Source: an optimization exercise on an open RTL-to-GDS flow (aim: small area). Production flows keep margins and buffers that such runs may drop. Function was checked by simulation only, so behaviour that the tests miss may differ from the original. Power figures rest on the tool's default switching activity, not on a simulated workload.

## flow/design.v

```verilog
`timescale 1ns / 1ps
module pim_system #(
    parameter int BUS_WIDTH_BITS           = 64,
    parameter int CMD_SIZE_BITS            = 64,
    parameter int FETCH_BUS_TRANSFERS      = 128,
    parameter int MACS_PER_CYCLE           = 16,
    parameter int PIM_BASE_LATENCY_CYCLES  = 20,
    parameter int FETCH_CYCLES             = 5,
    parameter int STORE_CYCLES             = 5,
    parameter int SEQUENCER_FIFO_DEPTH     = 4,
    parameter int MICROPROG_LEN_WORDS      = 4,
    parameter int ADDR_WIDTH_BITS          = 64,
    parameter int MEM_DEPTH_WORDS          = 1024
)(
    input  logic clk,
    input  logic rst_n,
    input  logic cpu_cmd_valid,
    input  logic [CMD_SIZE_BITS-1:0]  cpu_cmd_data,
    output logic cpu_cmd_ready,
    input  logic cpu_microprog_valid,
    input  logic [CMD_SIZE_BITS*MICROPROG_LEN_WORDS-1:0] cpu_microprog_data,
    output logic cpu_microprog_ack,
    input  logic cpu_execute_seq_valid,
    output logic cpu_execute_seq_ready,
    output logic pim_system_idle,
    output logic sequencer_busy_out
);
    localparam int CW = 13;    
    localparam int EW = 4*CW;  
    function automatic logic [CW-1:0] encode(input logic [63:0] w);
        logic c, b, r;
        c = (w[63:56] == 8'h03);
        b = (w[63:56] == 8'h01) || (w[63:56] == 8'h02) || (w[63:56] == 8'h04);
        r = |w[3:0];
        encode = {!c || (w[4] && r), w[15:6], c ? w[5] : b, c && (w[4] || r)};
    endfunction
    logic [EW-1:0] mem [0:3];
    logic [3:0] valid_q;
    logic [3:0] move;
    logic       ack_q;
    logic       empty, full, do_write, do_read;
    logic [EW-1:0] wdata;
    assign wdata = {encode(cpu_microprog_data[255:192]), encode(cpu_microprog_data[191:128]),
                    encode(cpu_microprog_data[127:64]),  encode(cpu_microprog_data[63:0])};
    assign empty    = (valid_q == 4'b0000);
    assign full     = (valid_q == 4'b1111);
    assign do_write = cpu_microprog_valid && !full;
    assign move[3] = do_read;
    assign move[2] = valid_q[2] && (!valid_q[3] || move[3]);
    assign move[1] = valid_q[1] && (!valid_q[2] || move[2]);
    assign move[0] = valid_q[0] && (!valid_q[1] || move[1]);
    always_ff @(posedge clk) begin
        if (do_write) mem[0] <= wdata;
        for (int k = 1; k < 4; k++)
            if (move[k-1]) mem[k] <= mem[k-1];
    end
    always_ff @(posedge clk or negedge rst_n) begin
        if (!rst_n) begin
            valid_q <= '0;
            ack_q   <= 1'b0;
        end else begin
            ack_q <= do_write;
            valid_q[0] <= do_write || (valid_q[0] && !move[0]);
            for (int k = 1; k < 4; k++)
                valid_q[k] <= move[k-1] || (valid_q[k] && !move[k]);
        end
    end
    logic [4:0] seq_q;
    logic [EW-1:0] prog_q;
    logic       seq_busy, seq_issue;
    logic       ctrl_busy, accept;
    assign seq_busy  = (seq_q != 5'd0);
    assign seq_issue = seq_q[4] && !seq_q[3] && !seq_q[0];
    assign do_read   = (seq_q == 5'd14);
    always_ff @(posedge clk) begin
        if (do_read) prog_q <= mem[3];
    end
    always_ff @(posedge clk or negedge rst_n) begin
        if (!rst_n)
            seq_q <= 5'd0;
        else if (!seq_busy)
            seq_q <= empty ? 5'd0 : 5'd6;
        else if (seq_q[4] && seq_q[3])
            seq_q <= 5'd0;
        else
            seq_q <= seq_q + {4'd0, !seq_q[4] || !ctrl_busy};
    end
    logic [12:0] ctr_q;
    logic        rnd_q;
    logic [CW-1:0] code;
    logic [12:0]   start;
    always_comb begin
        code = encode(cpu_cmd_data) & {CW{!seq_issue}};
        for (int k = 0; k < 4; k++)
            code = code | (prog_q[k*CW +: CW] & {CW{seq_issue && seq_q[2:1] == 2'(k)}});
    end
    logic special;
    assign special = code[12] && !code[0];
    assign start = !special ? {1'b1, ~code[11:0]} : code[1] ? 13'd8075 : 13'd19;
    logic ctrl_on_q;
    assign ctrl_busy = ctrl_on_q && (ctr_q != {8'd0, 4'b1100, rnd_q});
    assign accept    = !ctrl_busy && (seq_issue || cpu_cmd_valid);
    always_ff @(posedge clk or negedge rst_n) begin
        if (!rst_n)      ctrl_on_q <= 1'b0;
        else if (accept) ctrl_on_q <= 1'b1;
    end
    always_ff @(posedge clk) begin
        ctr_q <= accept ? start : ctr_q + {12'd0, ctrl_busy};
        if (accept) rnd_q <= code[12] && code[0];
    end
    assign cpu_cmd_ready         = cpu_cmd_valid && !seq_issue && !ctrl_busy;
    assign cpu_microprog_ack     = ack_q;
    assign cpu_execute_seq_ready = !empty && !seq_busy;
    assign pim_system_idle       = !ctrl_busy && !seq_busy && empty;
    assign sequencer_busy_out    = seq_busy;
endmodule
```

## flow/flow/run.sh

```bash
#!/bin/bash
# The standard layout (standard.sh) with three changes:
#  - synthesis is the standard flow's synthesis script (synth_recipe.tcl, ORFS synth.tcl)
#    with only the ABC mapping script replaced by flow/abc_area.script
#    (area-oriented mapping plus don't-care optimisation, mfs2); the Yosys
#    passes, and so the registers and their names, are unchanged;
#  - port buffers are the smallest buffer, buf_1 (every port still gets one);
#  - clock tree synthesis builds its tree from clkbuf_8 and its leaves from
#    clkbuf_4 in clusters of at most 10 sinks, without dummy loads.
# The make run's output goes to standard.log; ORFS keeps each tool's own
# log under orfs/logs/.
set -euo pipefail
here=$(pwd)
sed "s#^source \$::env(SCRIPTS_DIR)/synth_preamble.tcl\$#&\nset abc_args [lreplace \$abc_args 1 1 $here/flow/abc_area.script]\nputs \"ABC script: [lindex \$abc_args 1]\"#" \
  "$FLOW_HOME/scripts/synth.tcl" > synth_abc.tcl
grep -q "flow/abc_area.script" synth_abc.tcl
sed "s#^source \$::env(SCRIPTS_DIR)/synth.tcl\$#source $here/synth_abc.tcl#" synth_recipe.tcl > own_synth.tcl
grep -q "source $here/synth_abc.tcl" own_synth.tcl
export BUFFER_PORTS_ARGS="-buffer_cell sky130_fd_sc_hd__buf_1"
export CTS_ARGS="-sink_clustering_enable -repair_clock_nets -dont_use_dummy_load -buf_list {sky130_fd_sc_hd__clkbuf_4 sky130_fd_sc_hd__clkbuf_8} -root_buf sky130_fd_sc_hd__clkbuf_8 -tree_buf sky130_fd_sc_hd__clkbuf_8 -sink_clustering_buffer sky130_fd_sc_hd__clkbuf_8 -sink_clustering_size 22 -sink_clustering_max_diameter 40"
bash standard.sh SYNTH_SCRIPT="$here/own_synth.tcl" finish > standard.log 2>&1
```

## flow/flow/abc_area.script

```
&get -n
&st
&dc2
&put
&get -n
&st
&dch -f
&nf -R 1000 -p
&put
mfs2 -W 10
&get -n
&st
&dch -f
&nf -R 1000 -p
&put
mfs2 -W 10
&get -n
&st
&dch -f
&nf -R 1000 -p
&put
mfs2 -W 10
strash
&get -n
&st
&dch -f
&nf -R 1000 -p
&put
mfs2 -W 10
strash
&get -n
&st
&dch -f
&nf -R 1000 -p
&put
topo
```

## flow/standard.sh

```bash
#!/bin/bash
# synth_recipe.tcl (not shown) runs the flow's synth.tcl, then flattens the netlist and writes it again
# the make line also repeats each setting of config.mk as NAME=value (left out here)
make -C /OpenROAD-flow-scripts/flow DESIGN_CONFIG=/design/flow/config.mk WORK_HOME=/design/flow/orfs CLKGATE_MAP_FILE= SYNTH_SCRIPT=/design/flow/synth_recipe.tcl "${@:-finish}"
```

## flow/config.mk

```make
export PLATFORM = sky130hd
export DESIGN_NAME = pim_system
export DESIGN_NICKNAME = pim_system
export VERILOG_FILES = /design/flow/design.v
export SDC_FILE = /design/flow/constraint.sdc
export NUM_CORES = 4
export LEC_CHECK = 0
export CAP_MARGIN = 20
export CORE_MARGIN = 2
export CORE_UTILIZATION = 70
export PLACE_DENSITY = 0.8
export SLEW_MARGIN = 20
```

## flow/constraint.sdc

```tcl
create_clock -name core_clock -period 5.0 [get_ports {clk}]
set_input_delay 1.0000 -clock core_clock [delete_from_list [all_inputs] [get_ports {clk}]]
set_output_delay 1.0000 -clock core_clock [all_outputs]
set_load 0.01 [all_outputs]
```

==> results of run 1 <==
-- cell usage after synthesis (5+ instances only) --
cell type / instances / area share
sky130_fd_sc_hd__dfxtp_1: 13 / 0.027
sky130_fd_sc_hd__o21ai_0: 6 / 0.0031
sky130_fd_sc_hd__dfrtp_1: 11 / 0.029
sky130_fd_sc_hd__xor2_1: 11 / 0.010
sky130_fd_sc_hd__a22oi_1: 10 / 0.0078
sky130_fd_sc_hd__a21oi_1: 11 / 0.0057
sky130_fd_sc_hd__or4_1: 6 / 0.0047
sky130_fd_sc_hd__nand3_1: 5 / 0.0026
sky130_fd_sc_hd__nand2_1: 33 / 0.013
sky130_fd_sc_hd__a222oi_1: 11 / 0.011
sky130_fd_sc_hd__nor2_1: 26 / 0.010
sky130_fd_sc_hd__nand2b_1: 5 / 0.0033
sky130_fd_sc_hd__and2_0: 6 / 0.0039
sky130_fd_sc_hd__edfxtp_1: 261 / 0.82
sky130_fd_sc_hd__o21a_1: 5 / 0.0039
sky130_fd_sc_hd__nor3_1: 15 / 0.0078
-- power breakdown --
part,internal (uW),switching (uW)
logic,146,199
clock network,480,636
registers,2700,76.6
total,3330,912
-- path summary, 6_finish.rpt --
kind | from | cells past startpoint | slack, ns | end
max | seq_q[3] | 10 | 1.58 | ctr_q[12]
min reg2reg | mem[1][9] | 0 | 0.36 | mem[2][9]
max in group asynchronous | rst_n | 1 | 4.13 | seq_q[0]
min in group asynchronous | rst_n | 1 | 0.45 | seq_q[2]
min | mem[1][9] | 0 | 0.36 | mem[2][9]
max reg2reg | seq_q[3] | 10 | 1.58 | ctr_q[12]
-- sequential cells by signal (all words and copies together), names as in the netlist --
name / cells
rnd_q: 1
ctrl_on_q: 1
ctr_q: 13
seq_q: 5
ack_q: 1
mem: 208
valid_q: 4
prog_q: 52
-- cell type report --
type	instances	area (sq um)	share of cell area
clock buffer	27	371.6	0.03458
inverter	3	11.26	0.001048
multi-input combinational	196	1237	0.1151
sequential	285	8373	0.7791
tap	176	220.2	0.02049
timing repair buffer	135	533.0	0.04960
-- worst reg2reg max path, delay by kind of cell, from the launching register on --
| family | cells | cell delay (ns) |
|---|---|---|
| flip-flops | 1 | 0.42 |
| AO/OA/AOI/OAI | 5 | 1.19 |
| buffers and inverters | 1 | 0.23 |
| AND/OR/NAND/NOR | 4 | 1.41 |
-- through the flow --
stage / cells / power [uW]
3_5_place_dp: 795 / 3173
4_1_cts: 822 / 4271
3_3_place_gp: 795 / 3141
5_1_grt: 822 / 4409
2_1_floorplan: 484 / 3033
6_report: 822 / 4241
-- layout by cell type (no fill, tap or decap), types with 4 or more instances in the layout --
master / n
sky130_fd_sc_hd__clkbuf_8: 27
sky130_fd_sc_hd__dfxtp_1: 13
sky130_fd_sc_hd__edfxtp_1: 261
sky130_fd_sc_hd__or4_1: 6
sky130_fd_sc_hd__a21oi_1: 11
sky130_fd_sc_hd__o32ai_1: 4
sky130_fd_sc_hd__and3_1: 4
sky130_fd_sc_hd__o21a_1: 4
sky130_fd_sc_hd__a222oi_1: 11
sky130_fd_sc_hd__and2_0: 4
sky130_fd_sc_hd__nand3_1: 5
sky130_fd_sc_hd__dfrtp_1: 11
sky130_fd_sc_hd__buf_4: 7
sky130_fd_sc_hd__buf_1: 128
sky130_fd_sc_hd__nor3_1: 14
sky130_fd_sc_hd__a22oi_1: 10
sky130_fd_sc_hd__nand2b_1: 5
sky130_fd_sc_hd__ha_1: 4
sky130_fd_sc_hd__o21ai_0: 6
sky130_fd_sc_hd__xor2_1: 11
sky130_fd_sc_hd__nor2_1: 26
sky130_fd_sc_hd__a221oi_1: 4
sky130_fd_sc_hd__nand2_1: 33
sky130_fd_sc_hd__nor4_1: 4
-- cells by family (layout without fill, tap and decap cells) --
family,count (synthesis),count (layout),synth area share
AOI/OAI and AO/OA,64,64,0.04932
xor gates and xnor gates,14,14,0.01279
adders and majority gates,4,4,0.005219
buffers and inverters,3,165,0.001174
DFF,285,285,0.8732
muxes,2,2,0.002218
and+or+nand+nor,112,112,0.05611
-- routing by layer --
layer	track usage	share of wire	vias to the layer above
li1	-	-	2238
met1	0.2824	0.38	2256
met2	0.3922	0.52	234
met3	0.03336	0.066	42
met4	0.08866	0.033	0
met5	0	0	-
==> impl_metrics.prom, run 1 <==
# TYPE chip_impl_metric gauge
chip_impl_metric{name="leakagePower",unit="uW"} 0.003422
chip_impl_metric{name="final_net_count",unit=""} 977
chip_impl_info{name="path_cells",value="nor2_1 > nand2_1 > nor2_1 > buf_4 > a22oi_1 > o21ai_0 > a221oi_1 > nor2b_1 > a211o_1 > o21ai_0"} 1
chip_impl_metric{name="drt_first_iter_violations",unit=""} 448
chip_impl_metric{name="die_area",unit="sq um"} 14650
chip_impl_metric{name="synth_fp_nets",unit=""} 813
chip_impl_metric{name="worst_slew_margin_rel",unit=""} 0.2970
chip_impl_metric{name="clkSlewWorstSetupHoldPaths",unit="ns"} 0.11
chip_impl_metric{name="layout.cell_area.non_filler",unit="sq um"} 10750
chip_impl_metric{name="antennaDiodeCount",unit=""} 0
chip_impl_metric{name="detailed_place.area",unit="sq um"} 10370
chip_impl_metric{name="grt_antenna_before_repair",unit=""} 0
chip_impl_metric{name="grt_start_max_net_pins",unit=""} 55
chip_impl_metric{name="layout-drive-gt1-share",unit=""} 0.06037
chip_impl_metric{name="min_period",unit="ns"} 3.423
chip_impl_metric{name="fin_util",unit=""} 0.8083
chip_impl_metric{name="postCtsResizedCells",unit=""} 0
chip_impl_metric{name="drtAntennaViolNets",unit=""} 0
chip_impl_metric{name="boundaryPins",unit=""} 330
chip_impl_metric{name="vias",unit=""} 4770
chip_impl_metric{name="global_route_wire_length_before_repair",unit="microns"} 24330
chip_impl_info{name="setup.worst_path.start_class",value="register"} 1
chip_impl_metric{name="hold_ws",unit="ns"} 0.3638
chip_impl_metric{name="pre_cts_ws",unit="ns"} 1.334
chip_impl_info{name="timing.critical_path.slowest_stage_cell",value="sky130_fd_sc_hd__nor2b_1"} 1
chip_impl_metric{name="core_region_area",unit="sq um"} 13300
chip_impl_metric{name="synth_cell_area",unit="sq um"} 9589
chip_impl_info{name="critPathKind",value="reg -> reg"} 1
chip_impl_metric{name="nFillCells",unit=""} 632
chip_impl_metric{name="gr-total-overflow",unit=""} 0
chip_impl_metric{name="finClkSkew",unit="ns"} 0.05289
chip_impl_info{name="min_path_type",value="reg -> reg"} 1
chip_impl_metric{name="critical_path.max_fanout",unit=""} 15
chip_impl_metric{name="cts-htree-levels",unit=""} 1
chip_impl_metric{name="critical_path_buf_inv_count",unit=""} 1
chip_impl_metric{name="vias_per_cell",unit=""} 5.803
chip_impl_metric{name="actual_transition_at_the_worst_max_transition_pin",unit="ns"} 1.051
chip_impl_metric{name="synth_seq_cells",unit=""} 285
chip_impl_metric{name="cts_hold_buffers",unit=""} 0
chip_impl_metric{name="vdd_ir_drop_max",unit="uV"} 266.7
chip_impl_metric{name="detailedPlacementHpwl",unit="microns"} 10690
chip_impl_metric{name="fmaxAchievable",unit="MHz"} 292.2
chip_impl_metric{name="number_of_enable_type_register_cells_in_the_synthesized_netlist",unit=""} 261
chip_impl_metric{name="synth.distinct_cells",unit=""} 36
chip_impl_info{name="yosys_most_used_dff",value="sky130_fd_sc_hd__edfxtp_1"} 1
chip_impl_info{name="clk_root_buffer_cell",value="sky130_fd_sc_hd__clkbuf_8"} 1
chip_impl_metric{name="final.period_utilization",unit=""} 0.6846
chip_impl_metric{name="hold_viol",unit=""} 0
chip_impl_metric{name="ys.warnings.count",unit=""} 2
chip_impl_metric{name="final.setup.tns",unit="ns"} 0
chip_impl_info{name="timing.critical_path.to_type",value="register"} 1
chip_impl_metric{name="drt-wirelength-per-cell",unit="microns"} 19.09
chip_impl_info{name="cts_tree",value="yes"} 1
chip_impl_metric{name="worstPathArrival",unit="ns"} 3.77
chip_impl_metric{name="finalSetupViolations",unit=""} 0
chip_impl_info{name="critical_path.top_delay_family",value="simple AND/OR/NAND/NOR gates"} 1
chip_impl_metric{name="globalplace.congestion",unit=""} 0.8203
chip_impl_metric{name="fin_ws",unit="ns"} 1.577
chip_impl_metric{name="numCtsBuffers",unit=""} 27
chip_impl_metric{name="grt.total_usage",unit=""} 0.2230
chip_impl_metric{name="clock_path_buffers",unit=""} 3
chip_impl_metric{name="routed_wl",unit="microns"} 15690
chip_impl_metric{name="clk-insertion-delay-late",unit="ns"} 0.56
chip_impl_metric{name="timing.max_cap.violations",unit=""} 0
chip_impl_info{name="rsz0062_at_grt",value="no"} 1
chip_impl_metric{name="pwr_density_cell",unit="nW/um^2"} 394.7
chip_impl_metric{name="cp_data_required_time",unit="ns"} 5.35
chip_impl_metric{name="floorplan.rows",unit=""} 42
chip_impl_metric{name="numPortBuffers",unit=""} 128
chip_impl_metric{name="ys_seq_area_frac",unit=""} 0.8732
chip_impl_metric{name="cts_setup_buffers",unit=""} 0
chip_impl_metric{name="floorplan.die.height",unit="microns"} 121.0
chip_impl_metric{name="grt_pass1_vias",unit=""} 4852
chip_impl_metric{name="slew_viol_final",unit=""} 0
chip_impl_metric{name="syn_area_per_cell",unit="sq um"} 19.81
chip_impl_metric{name="clock-sinks",unit=""} 285
chip_impl_info{name="run_status",value="complete, no violations"} 1
chip_impl_metric{name="initial_utilization",unit=""} 0.7212
chip_impl_metric{name="post_synth_inst_count",unit=""} 484
chip_impl_metric{name="critPathMaxStageDelay",unit="ns"} 0.73
chip_impl_metric{name="drc",unit=""} 0
chip_impl_metric{name="asyncSetResetFlopFracSynth",unit=""} 0.03860
chip_impl_metric{name="die-width",unit="microns"} 121.0
chip_impl_metric{name="drtPass1Iterations",unit=""} 7
chip_impl_metric{name="area_delta_synth_final",unit="%"} 12.07
==> run 2: changes to the inputs <==
--- a/flow/flow/run.sh
+++ b/flow/flow/run.sh
@@ -17,5 +17,5 @@
 sed "s#^source \$::env(SCRIPTS_DIR)/synth.tcl\$#source $here/synth_abc.tcl#" synth_recipe.tcl > own_synth.tcl
 grep -q "source $here/synth_abc.tcl" own_synth.tcl
 export BUFFER_PORTS_ARGS="-buffer_cell sky130_fd_sc_hd__buf_1"
-export CTS_ARGS="-sink_clustering_enable -repair_clock_nets -dont_use_dummy_load -buf_list {sky130_fd_sc_hd__clkbuf_4 sky130_fd_sc_hd__clkbuf_8} -root_buf sky130_fd_sc_hd__clkbuf_8 -tree_buf sky130_fd_sc_hd__clkbuf_8 -sink_clustering_buffer sky130_fd_sc_hd__clkbuf_8 -sink_clustering_size 22 -sink_clustering_max_diameter 40"
+export CTS_ARGS="-sink_clustering_enable -repair_clock_nets -dont_use_dummy_load -buf_list {sky130_fd_sc_hd__clkbuf_4 sky130_fd_sc_hd__clkbuf_8} -root_buf sky130_fd_sc_hd__clkbuf_8 -tree_buf sky130_fd_sc_hd__clkbuf_8 -sink_clustering_buffer sky130_fd_sc_hd__clkbuf_4 -sink_clustering_size 12 -sink_clustering_max_diameter 30"
 bash standard.sh SYNTH_SCRIPT="$here/own_synth.tcl" finish > standard.log 2>&1
==> impl_metrics.prom, run 2 <==
# TYPE chip_impl_metric gauge
chip_impl_metric{name="die_area",unit="sq um"} 14650
chip_impl_info{name="synth_commonest_cells",value="261 x sky130_fd_sc_hd__edfxtp_1, 33 x sky130_fd_sc_hd__nand2_1, 26 x sky130_fd_sc_hd__nor2_1"} 1
chip_impl_metric{name="min_period",unit="ns"} 3.482
chip_impl_metric{name="grt.total_usage",unit=""} 0.2311
chip_impl_info{name="timing.critical_path.slowest_stage_cell",value="sky130_fd_sc_hd__nor2b_1"} 1
chip_impl_metric{name="final.setup.tns",unit="ns"} 0
chip_impl_metric{name="synth_seq_cells",unit=""} 285
chip_impl_metric{name="clock-sinks",unit=""} 285
chip_impl_metric{name="totalPowerFinal",unit="uW"} 4198
chip_impl_metric{name="synth.distinct_cells",unit=""} 36
chip_impl_info{name="rsz0062_at_grt",value="no"} 1
chip_impl_metric{name="syn_area_per_cell",unit="sq um"} 19.81
chip_impl_metric{name="detailed_place.area",unit="sq um"} 10370
chip_impl_metric{name="finClkSkew",unit="ns"} 0.05938
chip_impl_info{name="path_cells",value="nor2_1 > nand2_1 > nor2_1 > buf_4 > a22oi_1 > o21ai_0 > a221oi_1 > nor2b_1 > a211o_1 > o22ai_1"} 1
chip_impl_metric{name="synth_cell_area",unit="sq um"} 9589
chip_impl_metric{name="drtAntennaViolNets",unit=""} 0
chip_impl_metric{name="grt_start_max_net_pins",unit=""} 55
chip_impl_metric{name="vias",unit=""} 4909
chip_impl_metric{name="area.sequential",unit="sq um"} 8373
chip_impl_metric{name="nFillCells",unit=""} 655
chip_impl_metric{name="postCtsResizedCells",unit=""} 0
chip_impl_metric{name="boundaryPins",unit=""} 330
chip_impl_metric{name="core_region_area",unit="sq um"} 13300
chip_impl_info{name="commonest_non_fill_non_tap_cell_in_the_layout",value="sky130_fd_sc_hd__edfxtp_1"} 1
chip_impl_metric{name="drt-wirelength-per-cell",unit="microns"} 19.06
chip_impl_metric{name="global_route_wire_length_before_repair",unit="microns"} 24720
chip_impl_metric{name="numPortBuffers",unit=""} 128
chip_impl_metric{name="timing.max_cap.violations",unit=""} 0
chip_impl_metric{name="clock_path_buffers",unit=""} 3
chip_impl_metric{name="multi_input_comb_area",unit="sq um"} 1237
chip_impl_metric{name="grt_antenna_before_repair",unit=""} 0
chip_impl_metric{name="netlist.area_leader.share",unit=""} 0.8173
chip_impl_metric{name="cts-htree-levels",unit=""} 2
chip_impl_metric{name="cp_data_required_time",unit="ns"} 5.32
chip_impl_info{name="critPathKind",value="reg -> reg"} 1
chip_impl_metric{name="area_delta_synth_final",unit="%"} 11.73
chip_impl_metric{name="die-width",unit="microns"} 121.0
chip_impl_metric{name="vdd_ir_drop_max",unit="uV"} 291.6
chip_impl_metric{name="floorplan.die.height",unit="microns"} 121.0
chip_impl_info{name="post-synth-top-area-cell",value="sky130_fd_sc_hd__edfxtp_1"} 1
chip_impl_info{name="layout_common_cells",value="261 x sky130_fd_sc_hd__edfxtp_1, 128 x sky130_fd_sc_hd__buf_1, 36 x sky130_fd_sc_hd__clkbuf_4"} 1
chip_impl_info{name="cts_tree",value="yes"} 1
chip_impl_metric{name="routed_wl",unit="microns"} 15930
chip_impl_info{name="timing.critical_path.to_type",value="register"} 1
chip_impl_metric{name="synth_fp_nets",unit=""} 813
chip_impl_metric{name="hold_viol",unit=""} 0
chip_impl_metric{name="slew_viol_final",unit=""} 0
chip_impl_metric{name="final.period_utilization",unit=""} 0.6964
chip_impl_info{name="regMostFlops",value="mem"} 1
chip_impl_info{name="clk_root_buffer_cell",value="sky130_fd_sc_hd__clkbuf_8"} 1
chip_impl_metric{name="floorplan.rows",unit=""} 42
chip_impl_metric{name="gr-total-overflow",unit=""} 0
chip_impl_metric{name="drc",unit=""} 0
chip_impl_metric{name="hold_ws",unit="ns"} 0.3801
chip_impl_metric{name="drtPass1Iterations",unit=""} 5
chip_impl_metric{name="critPathMaxStageDelay",unit="ns"} 0.74
chip_impl_info{name="most_frequent_cell_after_synthesis",value="sky130_fd_sc_hd__edfxtp_1"} 1
chip_impl_metric{name="leakagePower",unit="uW"} 0.003430
chip_impl_metric{name="fmaxAchievable",unit="MHz"} 287.2
chip_impl_metric{name="ys.warnings.count",unit=""} 2
chip_impl_info{name="yosys-top-cells-area",value="sky130_fd_sc_hd__edfxtp_1 82%, sky130_fd_sc_hd__dfrtp_1 2.9%, sky130_fd_sc_hd__dfxtp_1 2.7%, sky130_fd_sc_hd__nand2_1 1.3%, sky130_fd_sc_hd__a222oi_1 1.1%"} 1
chip_impl_metric{name="grt_pass1_vias",unit=""} 4988
chip_impl_metric{name="detailedPlacementHpwl",unit="microns"} 10690
chip_impl_metric{name="finalSetupViolations",unit=""} 0
chip_impl_metric{name="cts_hold_buffers",unit=""} 0
chip_impl_metric{name="antennaDiodeCount",unit=""} 0
chip_impl_info{name="min_path_type",value="reg -> reg"} 1
chip_impl_metric{name="initial_utilization",unit=""} 0.7212
chip_impl_metric{name="cts_setup_buffers",unit=""} 0
chip_impl_metric{name="final_net_count",unit=""} 991
chip_impl_metric{name="layout-drive-gt1-share",unit=""} 0.08030
chip_impl_info{name="yosys_most_used_dff",value="sky130_fd_sc_hd__edfxtp_1"} 1
chip_impl_metric{name="globalplace.congestion",unit=""} 0.8203
chip_impl_metric{name="largest_reg_flops",unit=""} 208
chip_impl_metric{name="ys_seq_area_frac",unit=""} 0.8732
chip_impl_metric{name="worst_slew_margin_rel",unit=""} 0.2879
chip_impl_metric{name="critical_path.max_fanout",unit=""} 15
chip_impl_metric{name="asyncSetResetFlopFracSynth",unit=""} 0.03860
chip_impl_info{name="timing.critical_path.mode_cell",value="sky130_fd_sc_hd__nor2_1"} 1
chip_impl_info{name="run_status",value="complete, no violations"} 1
chip_impl_metric{name="actual_transition_at_the_worst_max_transition_pin",unit="ns"} 1.064
chip_impl_metric{name="vias_per_cell",unit=""} 5.872
chip_impl_metric{name="pwr_density_cell",unit="nW/um^2"} 391.8
chip_impl_metric{name="worstPathArrival",unit="ns"} 3.80
chip_impl_metric{name="numCtsBuffers",unit=""} 41
chip_impl_metric{name="number_of_enable_type_register_cells_in_the_synthesized_netlist",unit=""} 261
chip_impl_metric{name="clkSlewWorstSetupHoldPaths",unit="ns"} 0.11
chip_impl_metric{name="layout.cell_area.non_filler",unit="sq um"} 10710
chip_impl_metric{name="post_synth_inst_count",unit=""} 484
chip_impl_info{name="biggestRegsByFlops",value="mem x208, prog_q x52, ctr_q x13"} 1
chip_impl_metric{name="clk-insertion-delay-late",unit="ns"} 0.53
chip_impl_metric{name="drt_first_iter_violations",unit=""} 484
chip_impl_info{name="setup.worst_path.start_class",value="register"} 1
## run 2: report_power, final
part           internal [uW]  total, uW  switching, uW
logic                    147        348            201
clock network            425       1070            643
registers               2700       2780           79.6
total                   3270       4200            924
## run 2: worst max-delay path: cells and delay by family, from the launching register on
| family | cells | cell delay [ns] |
|---|---|---|
| AND/OR/NAND/NOR | 4 | 1.44 |
| AO/OA/AOI/OAI | 5 | 1.21 |
| flip-flops | 1 | 0.42 |
| buffers and inverters | 1 | 0.23 |
## run 2: cell type report
| cell class | instances | area share |
|---|---|---|
| sequential | 285 | 0.7815 |
| multi-input combinational | 196 | 0.1155 |
| inverter | 3 | 0.001051 |
| clock buffer | 41 | 0.03165 |
| tap | 176 | 0.02055 |
| timing repair buffer | 135 | 0.04975 |
## run 2: cell families after synthesis
logic type | after synthesis | share of synthesized area
flip-flops | 285 | 0.8732
AND/OR/NAND/NOR | 112 | 0.05611
AO/OA/AOI/OAI | 64 | 0.04932
XOR/XNOR | 14 | 0.01279
adder cells (fa/ha/maj) | 4 | 0.005219
buffers and inverters | 3 | 0.001174
multiplexers | 2 | 0.002218
## run 2: routing by layer
| metal | wire [microns] | GRT usage | up-vias | share of wire |
|---|---|---|---|---|
| li1 | - | - | 2292 | - |
| met1 | 5993 | 0.2856 | 2329 | 0.38 |
| met2 | 8351 | 0.3919 | 247 | 0.52 |
| met3 | 1030 | 0.04511 | 41 | 0.065 |
| met4 | 558 | 0.1206 | 0 | 0.035 |
| met5 | 0 | 0 | - | 0 |
## run 2: final timing paths
path | startpoint | end | slack, ns | cells after the start
worst max register to register | seq_q[3] | ctr_q[7] | 1.52 | 10
min in group asynchronous | rst_n | ctrl_on_q | 0.49 | 1
worst max-delay path | seq_q[3] | ctr_q[7] | 1.52 | 10
max in group asynchronous | rst_n | seq_q[4] | 4.09 | 1
worst min-delay path | mem[3][27] | prog_q[27] | 0.38 | 0
worst min register to register | mem[3][27] | prog_q[27] | 0.38 | 0
## run 2: through the flow
step                setup WS [ns]  cells    util
finish                      1.518    836  0.8059
global route                1.249    836  0.8059
CTS                         1.563    836  0.8057
detailed placement          1.334    795  0.7802
global placement            1.374    795  0.7802
floorplan                  0.5110    484       -
==> run 3: changes to the inputs <==
--- a/flow/flow/run.sh
+++ b/flow/flow/run.sh
@@ -6,7 +6,7 @@
 #    passes, and so the registers and their names, are unchanged;
 #  - port buffers are the smallest buffer, buf_1 (every port still gets one);
 #  - clock tree synthesis builds its tree from clkbuf_8 and its leaves from
-#    clkbuf_4 in clusters of at most 10 sinks, without dummy loads.
+#    clkbuf_4 in clusters of at most 11 sinks, without dummy loads.
 # The make run's output goes to standard.log; ORFS keeps each tool's own
 # log under orfs/logs/.
 set -euo pipefail
@@ -17,5 +17,5 @@
 sed "s#^source \$::env(SCRIPTS_DIR)/synth.tcl\$#source $here/synth_abc.tcl#" synth_recipe.tcl > own_synth.tcl
 grep -q "source $here/synth_abc.tcl" own_synth.tcl
 export BUFFER_PORTS_ARGS="-buffer_cell sky130_fd_sc_hd__buf_1"
-export CTS_ARGS="-sink_clustering_enable -repair_clock_nets -dont_use_dummy_load -buf_list {sky130_fd_sc_hd__clkbuf_4 sky130_fd_sc_hd__clkbuf_8} -root_buf sky130_fd_sc_hd__clkbuf_8 -tree_buf sky130_fd_sc_hd__clkbuf_8 -sink_clustering_buffer sky130_fd_sc_hd__clkbuf_4 -sink_clustering_size 12 -sink_clustering_max_diameter 30"
+export CTS_ARGS="-sink_clustering_enable -repair_clock_nets -dont_use_dummy_load -buf_list {sky130_fd_sc_hd__clkbuf_4 sky130_fd_sc_hd__clkbuf_8} -root_buf sky130_fd_sc_hd__clkbuf_8 -tree_buf sky130_fd_sc_hd__clkbuf_8 -sink_clustering_buffer sky130_fd_sc_hd__clkbuf_4 -sink_clustering_size 12 -sink_clustering_max_diameter 40"
 bash standard.sh SYNTH_SCRIPT="$here/own_synth.tcl" finish > standard.log 2>&1
--- a/flow/config.mk
+++ b/flow/config.mk
@@ -8,5 +8,5 @@
 export CAP_MARGIN = 20
 export CORE_MARGIN = 2
 export CORE_UTILIZATION = 70
-export PLACE_DENSITY = 0.8
+export PLACE_DENSITY = 0.9
 export SLEW_MARGIN = 20
==> impl_metrics.prom, run 3 <==
# TYPE chip_impl_metric gauge
chip_impl_metric{name="min_path_cells",unit=""} 0
chip_impl_metric{name="number_of_enable_type_register_cells_in_the_synthesized_netlist",unit=""} 261
chip_impl_metric{name="die-width",unit="microns"} 121.0
chip_impl_metric{name="initial_utilization",unit=""} 0.7212
chip_impl_metric{name="worstPathArrival",unit="ns"} 3.97
chip_impl_metric{name="grt_antenna_before_repair",unit=""} 3
chip_impl_metric{name="grt.total_usage",unit=""} 0.2329
chip_impl_metric{name="ys_seq_area_frac",unit=""} 0.8732
chip_impl_metric{name="core_region_area",unit="sq um"} 13300
chip_impl_metric{name="pwr_density_cell",unit="nW/um^2"} 381.5
chip_impl_metric{name="largest_reg_flops",unit=""} 208
chip_impl_metric{name="final.period_utilization",unit=""} 0.7265
chip_impl_metric{name="grt_start_max_net_pins",unit=""} 53
chip_impl_metric{name="asyncSetResetFlopFracSynth",unit=""} 0.03860
chip_impl_metric{name="area.sequential",unit="sq um"} 8373
chip_impl_info{name="critical_path.top_delay_family",value="simple AND/OR/NAND/NOR gates"} 1
chip_impl_metric{name="floorplan.rows",unit=""} 42
chip_impl_metric{name="area_delta_synth_final",unit="%"} 10.82
chip_impl_metric{name="netlist.area_leader.share",unit=""} 0.8173
chip_impl_metric{name="hold_viol",unit=""} 0
chip_impl_metric{name="power.internal",unit="uW"} 3153
chip_impl_info{name="busiest_layer",value="met2"} 1
chip_impl_metric{name="synth_fp_nets",unit=""} 813
chip_impl_metric{name="r2r_cells",unit=""} 11
chip_impl_metric{name="layout.cell_area.non_filler",unit="sq um"} 10630
chip_impl_metric{name="post_synth_inst_count",unit=""} 484
chip_impl_metric{name="synth_seq_cells",unit=""} 285
chip_impl_metric{name="final.setup.tns",unit="ns"} 0
chip_impl_metric{name="fmaxAchievable",unit="MHz"} 275.3
chip_impl_info{name="regMostFlops",value="mem"} 1
chip_impl_metric{name="totalPowerFinal",unit="uW"} 4054
chip_impl_info{name="min_path_type",value="reg -> reg"} 1
chip_impl_metric{name="numCtsBuffers",unit=""} 30
chip_impl_info{name="crit-reg2reg-capture",value="ctr_q[8]"} 1
chip_impl_metric{name="detailedPlacementHpwl",unit="microns"} 11650
chip_impl_info{name="cts_tree",value="yes"} 1
chip_impl_metric{name="p_switching",unit="uW"} 901.0
chip_impl_metric{name="detailed_place.area",unit="sq um"} 10370
chip_impl_info{name="rsz0062_at_grt",value="no"} 1
chip_impl_info{name="timing.critical_path.mode_cell",value="sky130_fd_sc_hd__nor2_1"} 1
chip_impl_metric{name="postCtsResizedCells",unit=""} 0
chip_impl_metric{name="drt-wirelength-per-cell",unit="microns"} 20.21
chip_impl_metric{name="clkSlewWorstSetupHoldPaths",unit="ns"} 0.11
chip_impl_metric{name="final_net_count",unit=""} 980
chip_impl_metric{name="global_route_wire_length_before_repair",unit="microns"} 24980
chip_impl_info{name="commonest_non_fill_non_tap_cell_in_the_layout",value="sky130_fd_sc_hd__edfxtp_1"} 1
chip_impl_info{name="hp-start",value="mem[1][42]"} 1
chip_impl_metric{name="synth.distinct_cells",unit=""} 36
chip_impl_metric{name="finClkSkew",unit="ns"} 0.05461
chip_impl_metric{name="timing.max_cap.violations",unit=""} 0
chip_impl_metric{name="cts-htree-levels",unit=""} 1
chip_impl_metric{name="multi_input_comb_area",unit="sq um"} 1237
chip_impl_metric{name="critical_path_buf_inv_count",unit=""} 1
chip_impl_metric{name="synth_cell_area",unit="sq um"} 9589
chip_impl_metric{name="finalSetupViolations",unit=""} 0
chip_impl_metric{name="floorplan.die.height",unit="microns"} 121.0
chip_impl_metric{name="vias_per_cell",unit=""} 5.977
chip_impl_info{name="critPathKind",value="reg -> reg"} 1
chip_impl_info{name="post-synth-top-area-cell",value="sky130_fd_sc_hd__edfxtp_1"} 1
chip_impl_metric{name="drc",unit=""} 0
chip_impl_info{name="setup.worst_path.start_class",value="register"} 1
chip_impl_metric{name="clk-insertion-delay-late",unit="ns"} 0.55
chip_impl_metric{name="sequentialPowerShare",unit=""} 0.685
chip_impl_metric{name="swShare",unit=""} 0.2223
chip_impl_info{name="run_status",value="complete, no violations"} 1
chip_impl_info{name="layout_common_cells",value="261 x sky130_fd_sc_hd__edfxtp_1, 128 x sky130_fd_sc_hd__buf_1, 33 x sky130_fd_sc_hd__nand2_1"} 1
chip_impl_info{name="synth_commonest_cells",value="261 x sky130_fd_sc_hd__edfxtp_1, 33 x sky130_fd_sc_hd__nand2_1, 26 x sky130_fd_sc_hd__nor2_1"} 1
chip_impl_metric{name="nFillCells",unit=""} 669
chip_impl_metric{name="syn_area_per_cell",unit="sq um"} 19.81
chip_impl_metric{name="boundaryPins",unit=""} 330
chip_impl_metric{name="slew_viol_final",unit=""} 0
chip_impl_metric{name="vdd_ir_drop_max",unit="uV"} 262.2
chip_impl_metric{name="cts_hold_buffers",unit=""} 0
chip_impl_info{name="yosys_most_used_dff",value="sky130_fd_sc_hd__edfxtp_1"} 1
chip_impl_metric{name="grt_util_met3",unit=""} 0.03336
chip_impl_metric{name="critical_path.max_fanout",unit=""} 9
chip_impl_metric{name="met1_usage",unit=""} 0.2733
chip_impl_metric{name="clock_path_buffers",unit=""} 3
chip_impl_metric{name="ys.warnings.count",unit=""} 2
chip_impl_metric{name="critPathMaxStageDelay",unit="ns"} 0.73
chip_impl_info{name="timing.critical_path.to_type",value="register"} 1
chip_impl_info{name="biggestRegsByFlops",value="mem x208, prog_q x52, ctr_q x13"} 1
chip_impl_metric{name="power.share.clock",unit=""} 0.227
chip_impl_info{name="yosys-top-cells-area",value="sky130_fd_sc_hd__edfxtp_1 82%, sky130_fd_sc_hd__dfrtp_1 2.9%, sky130_fd_sc_hd__dfxtp_1 2.7%, sky130_fd_sc_hd__nand2_1 1.3%, sky130_fd_sc_hd__a222oi_1 1.1%"} 1
chip_impl_metric{name="drtAntennaViolNets",unit=""} 0
chip_impl_metric{name="gr-total-overflow",unit=""} 0
chip_impl_info{name="clk_root_buffer_cell",value="sky130_fd_sc_hd__clkbuf_8"} 1
chip_impl_metric{name="routed_wl",unit="microns"} 16740
chip_impl_metric{name="drt_first_iter_violations",unit=""} 448
chip_impl_metric{name="reg2reg_setup_slack",unit="ns"} 1.37
chip_impl_metric{name="gr-usage-met2",unit=""} 0.4196
chip_impl_metric{name="cp_data_required_time",unit="ns"} 5.34
chip_impl_metric{name="die_area",unit="sq um"} 14650
chip_impl_metric{name="leakagePower",unit="uW"} 0.003374
chip_impl_metric{name="layout-drive-gt1-share",unit=""} 0.06471
chip_impl_metric{name="vias",unit=""} 4949
chip_impl_metric{name="worst_slew_margin_rel",unit=""} 0.2765
chip_impl_metric{name="combinationalPowerShare",unit=""} 0.088
chip_impl_info{name="timing.rr.start",value="seq_q[3]"} 1
chip_impl_metric{name="cts_setup_buffers",unit=""} 0
chip_impl_metric{name="grt_pass1_vias",unit=""} 4948
chip_impl_info{name="most_frequent_cell_after_synthesis",value="sky130_fd_sc_hd__edfxtp_1"} 1
chip_impl_info{name="timing.critical_path.slowest_stage_cell",value="sky130_fd_sc_hd__nor2b_1"} 1
chip_impl_metric{name="globalplace.congestion",unit=""} 0.8543
chip_impl_metric{name="fin_util",unit=""} 0.7993
chip_impl_metric{name="actual_transition_at_the_worst_max_transition_pin",unit="ns"} 1.081
chip_impl_metric{name="drtPass1Iterations",unit=""} 5
chip_impl_info{name="hold_end",value="mem[2][42]"} 1
chip_impl_info{name="path_cells",value="nor2_1 > and2_0 > nand2_1 > nor2_1 > buf_4 > a22oi_1 > o21ai_0 > a221oi_1 > nor2b_1 > a211o_1 > o32ai_1"} 1
chip_impl_metric{name="min_period",unit="ns"} 3.633
chip_impl_metric{name="hold_ws",unit="ns"} 0.3878
chip_impl_metric{name="numPortBuffers",unit=""} 128
chip_impl_metric{name="clock-sinks",unit=""} 285
run 3: cell counts after synthesis:
No cell type changed its count.
run 3: final cells by class:
type / instances / area share
Antenna cell: 3 / 0.0007065
Clock buffer: 30 / 0.02296
Multi-Input combinational cell: 196 / 0.1164
Tap cell: 176 / 0.02072
Timing Repair Buffer: 135 / 0.05016
Inverter: 3 / 0.001060
Sequential cell: 285 / 0.7879
run 3: metal layers:
metal	up-vias	wire, microns
met2	289	9018
met3	51	1318
met4	0	777
li1	2262	-
met1	2347	5621
met5	-	0
run 3: worst max path at each step:
stage / startpoint / end / slack [ns] / depth (start not counted)
final: seq_q[3] / ctr_q[8] / 1.37 / 11
after global routing: seq_q[3] / ctr_q[2] / 1.15 / 13
after CTS: seq_q[3] / ctr_q[9] / 1.46 / 11
after detailed placement: cpu_cmd_data[1] / ctr_q[9] / 1.29 / 8
after global placement: cpu_cmd_data[1] / ctr_q[7] / 1.40 / 8
after floorplan: seq_q[2] / mem[2][0] / 0.51 / 5
run 3: power groups by stage:
stage          clock network [uW]  logic, uW  registers, uW
2_1_floorplan                   0        221           2810
3_3_place_gp                    0        329           2820
3_5_place_dp                    0        352           2830
4_1_cts                       954        353           2780
5_1_grt                      1040        390           2790
6_report                      920        356           2780
run 3: worst reg2reg max path, stage by stage, from the launching register on:
cell and delay [ns]:
sky130_fd_sc_hd__dfrtp_1 0.45, sky130_fd_sc_hd__nor2_1 0.18, sky130_fd_sc_hd__and2_0 0.37, sky130_fd_sc_hd__nand2_1 0.09
sky130_fd_sc_hd__nor2_1 0.53, sky130_fd_sc_hd__buf_4 0.29, sky130_fd_sc_hd__a22oi_1 0.08, sky130_fd_sc_hd__o21ai_0 0.08
sky130_fd_sc_hd__a221oi_1 0.09, sky130_fd_sc_hd__nor2b_1 0.73, sky130_fd_sc_hd__a211o_1 0.43, sky130_fd_sc_hd__o32ai_1 0.12
run 3: per-stage QoR:
step,setup WS (ns),instances
2_1_floorplan,0.5110,484
3_3_place_gp,1.402,795
3_5_place_dp,1.291,795
4_1_cts,1.461,825
5_1_grt,1.152,828
6_report,1.367,828
run 3: kinds of logic (layout without fill, tap and decap cells):
kind of cell / Yosys count / after routing / synth area share
other: 0 / 3 / 0
AOI/OAI and AO/OA: 64 / 64 / 0.04932
buffers and inverters: 3 / 168 / 0.001174
muxes: 2 / 2 / 0.002218
DFF: 285 / 285 / 0.8732
xor gates and xnor gates: 14 / 14 / 0.01279
adders and majority gates: 4 / 4 / 0.005219
and+or+nand+nor: 112 / 112 / 0.05611
==> run 4: changes to the inputs <==
--- a/flow/flow/run.sh
+++ b/flow/flow/run.sh
@@ -6,7 +6,7 @@
 #    passes, and so the registers and their names, are unchanged;
 #  - port buffers are the smallest buffer, buf_1 (every port still gets one);
 #  - clock tree synthesis builds its tree from clkbuf_8 and its leaves from
-#    clkbuf_4 in clusters of at most 11 sinks, without dummy loads.
+#    clkbuf_4 in clusters of at most 12 sinks, without dummy loads.
 # The make run's output goes to standard.log; ORFS keeps each tool's own
 # log under orfs/logs/.
 set -euo pipefail
--- a/flow/config.mk
+++ b/flow/config.mk
@@ -7,6 +7,6 @@
 export LEC_CHECK = 0
 export CAP_MARGIN = 20
 export CORE_MARGIN = 2
-export CORE_UTILIZATION = 70
+export CORE_UTILIZATION = 65
 export PLACE_DENSITY = 0.9
 export SLEW_MARGIN = 20
==> impl_metrics.prom, run 4 <==
# TYPE chip_impl_metric gauge
chip_impl_info{name="run_status",value="complete, no violations"} 1
chip_impl_metric{name="clock-sinks",unit=""} 285
chip_impl_metric{name="globalplace.congestion",unit=""} 0.8822
chip_impl_info{name="commonest_non_fill_non_tap_cell_in_the_layout",value="sky130_fd_sc_hd__edfxtp_1"} 1
chip_impl_info{name="cts_tree",value="yes"} 1
chip_impl_metric{name="drt-wirelength-per-cell",unit="microns"} 19.20
chip_impl_metric{name="drt_first_iter_violations",unit=""} 429
chip_impl_info{name="layout_common_cells",value="261 x sky130_fd_sc_hd__edfxtp_1, 128 x sky130_fd_sc_hd__buf_1, 33 x sky130_fd_sc_hd__nand2_1"} 1
chip_impl_metric{name="die_area",unit="sq um"} 15740
chip_impl_metric{name="numCtsBuffers",unit=""} 29
chip_impl_metric{name="synthAdderAreaFrac",unit=""} 0.005219
chip_impl_info{name="critPathKind",value="reg -> reg"} 1
chip_impl_metric{name="critical_path.max_fanout",unit=""} 15
chip_impl_info{name="regMostFlops",value="mem"} 1
chip_impl_metric{name="grt_pass1_vias",unit=""} 4985
chip_impl_metric{name="clkSlewWorstSetupHoldPaths",unit="ns"} 0.12
chip_impl_metric{name="leakagePower",unit="uW"} 0.003391
chip_impl_metric{name="placed_cells_incl_taps",unit=""} 805
chip_impl_metric{name="vias_per_cell",unit=""} 5.885
chip_impl_metric{name="antennaDiodeCount",unit=""} 0
chip_impl_metric{name="ys.warnings.count",unit=""} 2
chip_impl_metric{name="pre_cts_ws",unit="ns"} 1.282
chip_impl_metric{name="cts-htree-levels",unit=""} 1
chip_impl_metric{name="yosys-mux-area-fraction",unit=""} 0.002218
chip_impl_metric{name="vdd_ir_drop_max",unit="uV"} 248.7
chip_impl_metric{name="pwr_density_cell",unit="nW/um^2"} 378.7
chip_impl_metric{name="gr-total-overflow",unit=""} 0
chip_impl_metric{name="netlist.area_leader.share",unit=""} 0.8173
chip_impl_metric{name="postCtsResizedCells",unit=""} 0
chip_impl_metric{name="post_synth_inst_count",unit=""} 484
chip_impl_info{name="min_path_type",value="reg -> reg"} 1
chip_impl_metric{name="clk-insertion-delay-late",unit="ns"} 0.52
chip_impl_metric{name="actual_transition_at_the_worst_max_transition_pin",unit="ns"} 1.003
chip_impl_metric{name="synth_seq_cells",unit=""} 285
chip_impl_metric{name="synth_cell_area",unit="sq um"} 9589
chip_impl_metric{name="detailedPlacementHpwl",unit="microns"} 10660
chip_impl_metric{name="post_synthesis_compound_gate_area_fraction",unit=""} 0.04932
chip_impl_metric{name="hold_viol",unit=""} 0
chip_impl_info{name="dominant_combinational_cell_family_by_area_after_synthesis",value="simple AND/OR/NAND/NOR gates"} 1
chip_impl_metric{name="slew_viol_final",unit=""} 0
chip_impl_metric{name="grt_start_max_net_pins",unit=""} 54
chip_impl_metric{name="grt_antenna_before_repair",unit=""} 0
chip_impl_metric{name="number_of_enable_type_register_cells_in_the_synthesized_netlist",unit=""} 261
chip_impl_info{name="yosys_most_used_dff",value="sky130_fd_sc_hd__edfxtp_1"} 1
chip_impl_metric{name="hold_ws",unit="ns"} 0.3950
chip_impl_metric{name="final.period_utilization",unit=""} 0.6634
chip_impl_metric{name="fin_util",unit=""} 0.7364
chip_impl_metric{name="layout-drive-gt1-share",unit=""} 0.06759
chip_impl_metric{name="largest_reg_flops",unit=""} 208
chip_impl_info{name="biggestRegsByFlops",value="mem x208, prog_q x52, ctr_q x13"} 1
chip_impl_metric{name="core_region_area",unit="sq um"} 14480
chip_impl_metric{name="drc",unit=""} 0
chip_impl_metric{name="area_delta_synth_final",unit="%"} 11.19
chip_impl_metric{name="numPortBuffers",unit=""} 128
chip_impl_metric{name="initial_utilization",unit=""} 0.6623
chip_impl_metric{name="floorplan.rows",unit=""} 44
chip_impl_metric{name="fmaxAchievable",unit="MHz"} 301.5
chip_impl_metric{name="cts_setup_buffers",unit=""} 0
chip_impl_info{name="yosys-top-cells-area",value="sky130_fd_sc_hd__edfxtp_1 82%, sky130_fd_sc_hd__dfrtp_1 2.9%, sky130_fd_sc_hd__dfxtp_1 2.7%, sky130_fd_sc_hd__nand2_1 1.3%, sky130_fd_sc_hd__a222oi_1 1.1%"} 1
chip_impl_metric{name="finalSetupViolations",unit=""} 0
chip_impl_metric{name="grt.total_usage",unit=""} 0.2050
chip_impl_metric{name="routed_wl",unit="microns"} 16030
chip_impl_metric{name="drtPass1Iterations",unit=""} 5
chip_impl_metric{name="synth-simple-area-share",unit=""} 0.05611
chip_impl_metric{name="clock_path_buffers",unit=""} 3
chip_impl_metric{name="global_route_wire_length_before_repair",unit="microns"} 24940
chip_impl_metric{name="die-width",unit="microns"} 125.5
chip_impl_metric{name="syn_area_per_cell",unit="sq um"} 19.81
chip_impl_metric{name="final.setup.tns",unit="ns"} 0
chip_impl_metric{name="timing.max_cap.violations",unit=""} 0
chip_impl_metric{name="reg2reg_setup_slack",unit="ns"} 1.68
chip_impl_metric{name="vias",unit=""} 4914
chip_impl_metric{name="finClkSkew",unit="ns"} 0.04539
chip_impl_metric{name="drtAntennaViolNets",unit=""} 0
chip_impl_metric{name="ys_seq_area_frac",unit=""} 0.8732
chip_impl_info{name="clk_root_buffer_cell",value="sky130_fd_sc_hd__clkbuf_8"} 1
chip_impl_metric{name="worst_slew_margin_rel",unit=""} 0.3289
chip_impl_metric{name="cts_hold_buffers",unit=""} 0
chip_impl_info{name="rsz0062_at_grt",value="no"} 1
chip_impl_info{name="timing.critical_path.to_type",value="register"} 1
chip_impl_info{name="setup.worst_path.start_class",value="register"} 1
chip_impl_metric{name="min_period",unit="ns"} 3.317
chip_impl_metric{name="fin_ws",unit="ns"} 1.683
chip_impl_metric{name="cp_data_required_time",unit="ns"} 5.37
chip_impl_metric{name="floorplan.die.height",unit="microns"} 125.5
chip_impl_metric{name="final_cells",unit=""} 835
chip_impl_metric{name="asyncSetResetFlopFracSynth",unit=""} 0.03860
chip_impl_info{name="synth_commonest_cells",value="261 x sky130_fd_sc_hd__edfxtp_1, 33 x sky130_fd_sc_hd__nand2_1, 26 x sky130_fd_sc_hd__nor2_1"} 1
chip_impl_info{name="post-synth-top-area-cell",value="sky130_fd_sc_hd__edfxtp_1"} 1
chip_impl_metric{name="boundaryPins",unit=""} 330
chip_impl_info{name="most_frequent_cell_after_synthesis",value="sky130_fd_sc_hd__edfxtp_1"} 1
chip_impl_metric{name="synth.distinct_cells",unit=""} 36
chip_impl_metric{name="synth_fp_nets",unit=""} 813
chip_impl_metric{name="worstPathArrival",unit="ns"} 3.68
chip_impl_metric{name="final_net_count",unit=""} 982
chip_impl_metric{name="synth_xor_area_frac",unit=""} 0.01279
run 4: cell counts after synthesis:
Identical to the previous run, type by type.
run 4: cell type report:
class | instances | area (sq um)
multi-input cells | 196 | 1236
fillers | 822 | 3816
flip-flops and latches | 285 | 8373
well taps | 184 | 230.2
inverters | 3 | 11.26
repair buffers | 138 | 575.6
clock buffers | 29 | 236.5
run 4: worst paths after layout:
kind	from	end	cells after the start
max	seq_q[3]	ctr_q[9]	8
min	mem[2][1]	mem[3][1]	0
max reg2reg	seq_q[3]	ctr_q[9]	8
min reg2reg	mem[2][1]	mem[3][1]	0
max in group asynchronous	rst_n	valid_q[2]	1
min in group asynchronous	rst_n	seq_q[1]	1
run 4: worst max-delay path, stage by stage (launching register included):
cell                       delay (ns)
sky130_fd_sc_hd__dfrtp_1         0.44
sky130_fd_sc_hd__nor2_1          0.10
sky130_fd_sc_hd__nand2_1         0.47
sky130_fd_sc_hd__nor3_1          0.15
sky130_fd_sc_hd__buf_4           0.24
sky130_fd_sc_hd__a221oi_1        0.47
sky130_fd_sc_hd__nor2b_1         0.75
sky130_fd_sc_hd__a211o_1         0.41
sky130_fd_sc_hd__o22ai_1         0.14
run 4: metal layers:
metal | vias up | part of all wire | GRT usage
met4 | 0 | 0.041 | 0.09346
met1 | 2315 | 0.37 | 0.2683
met5 | - | 0 | 0
met3 | 52 | 0.082 | 0.03209
li1 | 2260 | - | -
met2 | 287 | 0.50 | 0.3453
run 4: per-stage QoR:
step | power, uW | instance area (sq um)
6_report | 4038 | 10660
4_1_cts | 4062 | 10630
3_5_place_dp | 3176 | 10400
2_1_floorplan | 3033 | 9607
5_1_grt | 4210 | 10660
3_3_place_gp | 3144 | 10400
run 4: power breakdown:
group | switching, uW | total [uW] | leakage, uW | internal [uW]
Clock | 612 | 909 | 0.000141 | 297
Sequential | 75.4 | 2780 | 0.00257 | 2700
Combinational | 205 | 353 | 0.000683 | 147
Total | 893 | 4040 | 0.00339 | 3150
run 4: cell families (layout without fill, tap and decap cells):
logic type / after synthesis / after routing
AO/OA/AOI/OAI: 64 / 64
XOR/XNOR: 14 / 14
adder cells (fa/ha/maj): 4 / 4
buffers and inverters: 3 / 170
flip-flops: 285 / 285
multiplexers: 2 / 2
AND/OR/NAND/NOR: 112 / 112
==> run 5: changes to the inputs <==
--- a/flow/config.mk
+++ b/flow/config.mk
@@ -7,6 +7,6 @@
 export LEC_CHECK = 0
 export CAP_MARGIN = 20
 export CORE_MARGIN = 2
-export CORE_UTILIZATION = 65
+export CORE_UTILIZATION = 70
 export PLACE_DENSITY = 0.9
 export SLEW_MARGIN = 20
==> impl_metrics.prom, run 5 <==
# TYPE chip_impl_metric gauge
chip_impl_metric{name="grt_pass1_vias",unit=""} 4948
chip_impl_metric{name="slew_viol_final",unit=""} 0
chip_impl_metric{name="drt-wirelength-per-cell",unit="microns"} 20.21
chip_impl_metric{name="pwr_density_cell",unit="nW/um^2"} 381.5
chip_impl_metric{name="layout.cell_area.non_filler",unit="sq um"} 10630
chip_impl_metric{name="cts-htree-levels",unit=""} 1
chip_impl_metric{name="vias_per_cell",unit=""} 5.977
chip_impl_metric{name="die_area",unit="sq um"} 14650
chip_impl_metric{name="cts_hold_buffers",unit=""} 0
chip_impl_metric{name="clock-sinks",unit=""} 285
chip_impl_info{name="path_cells",value="nor2_1 > and2_0 > nand2_1 > nor2_1 > buf_4 > a22oi_1 > o21ai_0 > a221oi_1 > nor2b_1 > a211o_1 > o32ai_1"} 1
chip_impl_metric{name="hold_ws",unit="ns"} 0.3878
chip_impl_metric{name="critPathMaxStageDelay",unit="ns"} 0.73
chip_impl_metric{name="number_of_enable_type_register_cells_in_the_synthesized_netlist",unit=""} 261
chip_impl_metric{name="worst_slew_margin_rel",unit=""} 0.2765
chip_impl_metric{name="drtAntennaViolNets",unit=""} 0
chip_impl_info{name="regMostFlops",value="mem"} 1
chip_impl_metric{name="routed_wl",unit="microns"} 16740
chip_impl_metric{name="globalplace.congestion",unit=""} 0.8543
chip_impl_metric{name="min_period",unit="ns"} 3.633
chip_impl_metric{name="hold_viol",unit=""} 0
chip_impl_metric{name="pre_cts_ws",unit="ns"} 1.291
chip_impl_metric{name="p_switching",unit="uW"} 901.0
chip_impl_info{name="critical_path.top_delay_family",value="simple AND/OR/NAND/NOR gates"} 1
chip_impl_metric{name="fmaxAchievable",unit="MHz"} 275.3
chip_impl_info{name="hp-start",value="mem[1][42]"} 1
chip_impl_metric{name="layout-drive-gt1-share",unit=""} 0.06471
chip_impl_metric{name="numCtsBuffers",unit=""} 30
chip_impl_metric{name="final.setup.tns",unit="ns"} 0
chip_impl_metric{name="grt_start_max_net_pins",unit=""} 53
chip_impl_metric{name="post_synth_inst_count",unit=""} 484
chip_impl_metric{name="final_net_count",unit=""} 980
chip_impl_metric{name="vias",unit=""} 4949
chip_impl_metric{name="leakagePower",unit="uW"} 0.003374
chip_impl_metric{name="ys.warnings.count",unit=""} 2
chip_impl_metric{name="synth_seq_cells",unit=""} 285
chip_impl_info{name="timing.critical_path.slowest_stage_cell",value="sky130_fd_sc_hd__nor2b_1"} 1
chip_impl_metric{name="vdd_ir_drop_max",unit="uV"} 262.2
chip_impl_metric{name="global_route_wire_length_before_repair",unit="microns"} 24980
chip_impl_metric{name="detailed_place.area",unit="sq um"} 10370
chip_impl_metric{name="critical_path_buf_inv_count",unit=""} 1
chip_impl_info{name="clk_root_buffer_cell",value="sky130_fd_sc_hd__clkbuf_8"} 1
chip_impl_info{name="post-synth-top-area-cell",value="sky130_fd_sc_hd__edfxtp_1"} 1
chip_impl_info{name="rsz0062_at_grt",value="no"} 1
chip_impl_info{name="layout_common_cells",value="261 x sky130_fd_sc_hd__edfxtp_1, 128 x sky130_fd_sc_hd__buf_1, 33 x sky130_fd_sc_hd__nand2_1"} 1
chip_impl_info{name="commonest_non_fill_non_tap_cell_in_the_layout",value="sky130_fd_sc_hd__edfxtp_1"} 1
chip_impl_info{name="run_status",value="complete, no violations"} 1
chip_impl_metric{name="power.internal",unit="uW"} 3153
chip_impl_metric{name="final.period_utilization",unit=""} 0.7265
chip_impl_metric{name="drt_first_iter_violations",unit=""} 448
chip_impl_metric{name="power.share.clock",unit=""} 0.227
chip_impl_metric{name="finalSetupViolations",unit=""} 0
chip_impl_metric{name="worstPathArrival",unit="ns"} 3.97
chip_impl_info{name="timing.critical_path.to_type",value="register"} 1
chip_impl_info{name="min_path_type",value="reg -> reg"} 1
chip_impl_metric{name="drtPass1Iterations",unit=""} 5
chip_impl_metric{name="syn_area_per_cell",unit="sq um"} 19.81
chip_impl_info{name="biggestRegsByFlops",value="mem x208, prog_q x52, ctr_q x13"} 1
chip_impl_metric{name="cts_setup_buffers",unit=""} 0
chip_impl_info{name="critPathKind",value="reg -> reg"} 1
chip_impl_info{name="synth_commonest_cells",value="261 x sky130_fd_sc_hd__edfxtp_1, 33 x sky130_fd_sc_hd__nand2_1, 26 x sky130_fd_sc_hd__nor2_1"} 1
chip_impl_metric{name="min_path_cells",unit=""} 0
chip_impl_metric{name="critical_path_depth",unit=""} 11
chip_impl_metric{name="gr-total-overflow",unit=""} 0
chip_impl_info{name="startpoint_of_the_most_critical_setup_path",value="seq_q[3]"} 1
chip_impl_info{name="timing.rr.start",value="seq_q[3]"} 1
chip_impl_info{name="most_frequent_cell_after_synthesis",value="sky130_fd_sc_hd__edfxtp_1"} 1
chip_impl_metric{name="die-width",unit="microns"} 121.0
chip_impl_metric{name="floorplan.die.height",unit="microns"} 121.0
chip_impl_metric{name="r2r_cells",unit=""} 11
chip_impl_info{name="yosys_most_used_dff",value="sky130_fd_sc_hd__edfxtp_1"} 1
run 5: worst paths after layout:
kind	endpoint	slack [ns]
min reg2reg	mem[2][42]	0.39
max	ctr_q[8]	1.37
min	mem[2][42]	0.39
max in group asynchronous	seq_q[3]	4.18
min in group asynchronous	valid_q[2]	0.42
max reg2reg	ctr_q[8]	1.37
run 5: layout make-up:
type,instances,area [sq um]
inverter,3,11.26
tap,176,220.2
sequential,285,8373
clock buffer,30,244.0
multi-input combinational,196,1237
timing repair buffer,135,533.0
fill,669,2669
antenna,3,7.507
run 5: per-layer routing:
layer / up-vias / track usage / share of wire
li1: 2262 / - / -
met5: - / 0 / 0
met1: 2347 / 0.2733 / 0.34
met2: 289 / 0.4196 / 0.54
met4: 0 / 0.1185 / 0.046
met3: 51 / 0.03336 / 0.079
run 5: power groups by stage:
stage               Combinational (uW)  Sequential [uW]  Clock [uW]
floorplan                          221             2810           0
global placement                   329             2820           0
detailed placement                 352             2830           0
CTS                                353             2780         954
global route                       390             2790        1040
finish                             356             2780         920
run 5: per-stage QoR:
| step | cells | total power (uW) |
|---|---|---|
| global placement | 795 | 3150 |
| global route | 828 | 4223 |
| floorplan | 484 | 3033 |
| detailed placement | 795 | 3182 |
| finish | 828 | 4054 |
| CTS | 825 | 4085 |
run 5: worst register-to-register path, cell delays in order (launching register included):
cell	delay, ns
sky130_fd_sc_hd__dfrtp_1	0.45
sky130_fd_sc_hd__nor2_1	0.18
sky130_fd_sc_hd__and2_0	0.37
sky130_fd_sc_hd__nand2_1	0.09
sky130_fd_sc_hd__nor2_1	0.53
sky130_fd_sc_hd__buf_4	0.29
sky130_fd_sc_hd__a22oi_1	0.08
sky130_fd_sc_hd__o21ai_0	0.08
sky130_fd_sc_hd__a221oi_1	0.09
sky130_fd_sc_hd__nor2b_1	0.73
sky130_fd_sc_hd__a211o_1	0.43
sky130_fd_sc_hd__o32ai_1	0.12
run 5: cells by family (layout without fill, tap and decap cells):
kind of cell	after synthesis	after routing	synth area share
AOI/OAI and AO/OA	64	64	0.04932
xor gates and xnor gates	14	14	0.01279
adders and majority gates	4	4	0.005219
buffers and inverters	3	168	0.001174
DFF	285	285	0.8732
muxes	2	2	0.002218
other	0	3	0
and+or+nand+nor	112	112	0.05611

what the ideal ports hide:
The results above use ideal ports. As a check the final layouts listed here were re-extracted and re-timed, cells and wires unchanged. Step 1, drivers: a clkbuf_16 drives clk and a buf_2 each remaining input, both assumed. Step 2 moves the port delays by t, midway between the first and last clock arrival at a register: inputs arrive t later, outputs are due t later. That takes back most of the time a late clock gives input paths. a / b / c = ideal ports / drivers / drivers and shift; a / b = the first two.
run	t, ns	setup slack, ns	hold slack, ns	worst data-port slew with drivers (ns)
run 1	0.565	1.577 / 1.577 / 1.303	0.364 / 0.364 / 0.364	0.06
run 2	0.542	1.518 / 1.518 / 1.283	0.380 / 0.380 / 0.380	0.06
run 3	0.549	1.367 / 1.367 / 1.278	0.388 / 0.388 / 0.388	0.08
run 4	0.538	1.683 / 1.664 / 1.288	0.395 / 0.395 / 0.395	0.05
run 5	0.549	1.367 / 1.367 / 1.278	0.388 / 0.388 / 0.388	0.08
After both steps every run listed still meets setup and hold. For run 4, which loses most, drivers alone change the setup slack by -0.019 ns; drivers and shift together by -0.395 ns.
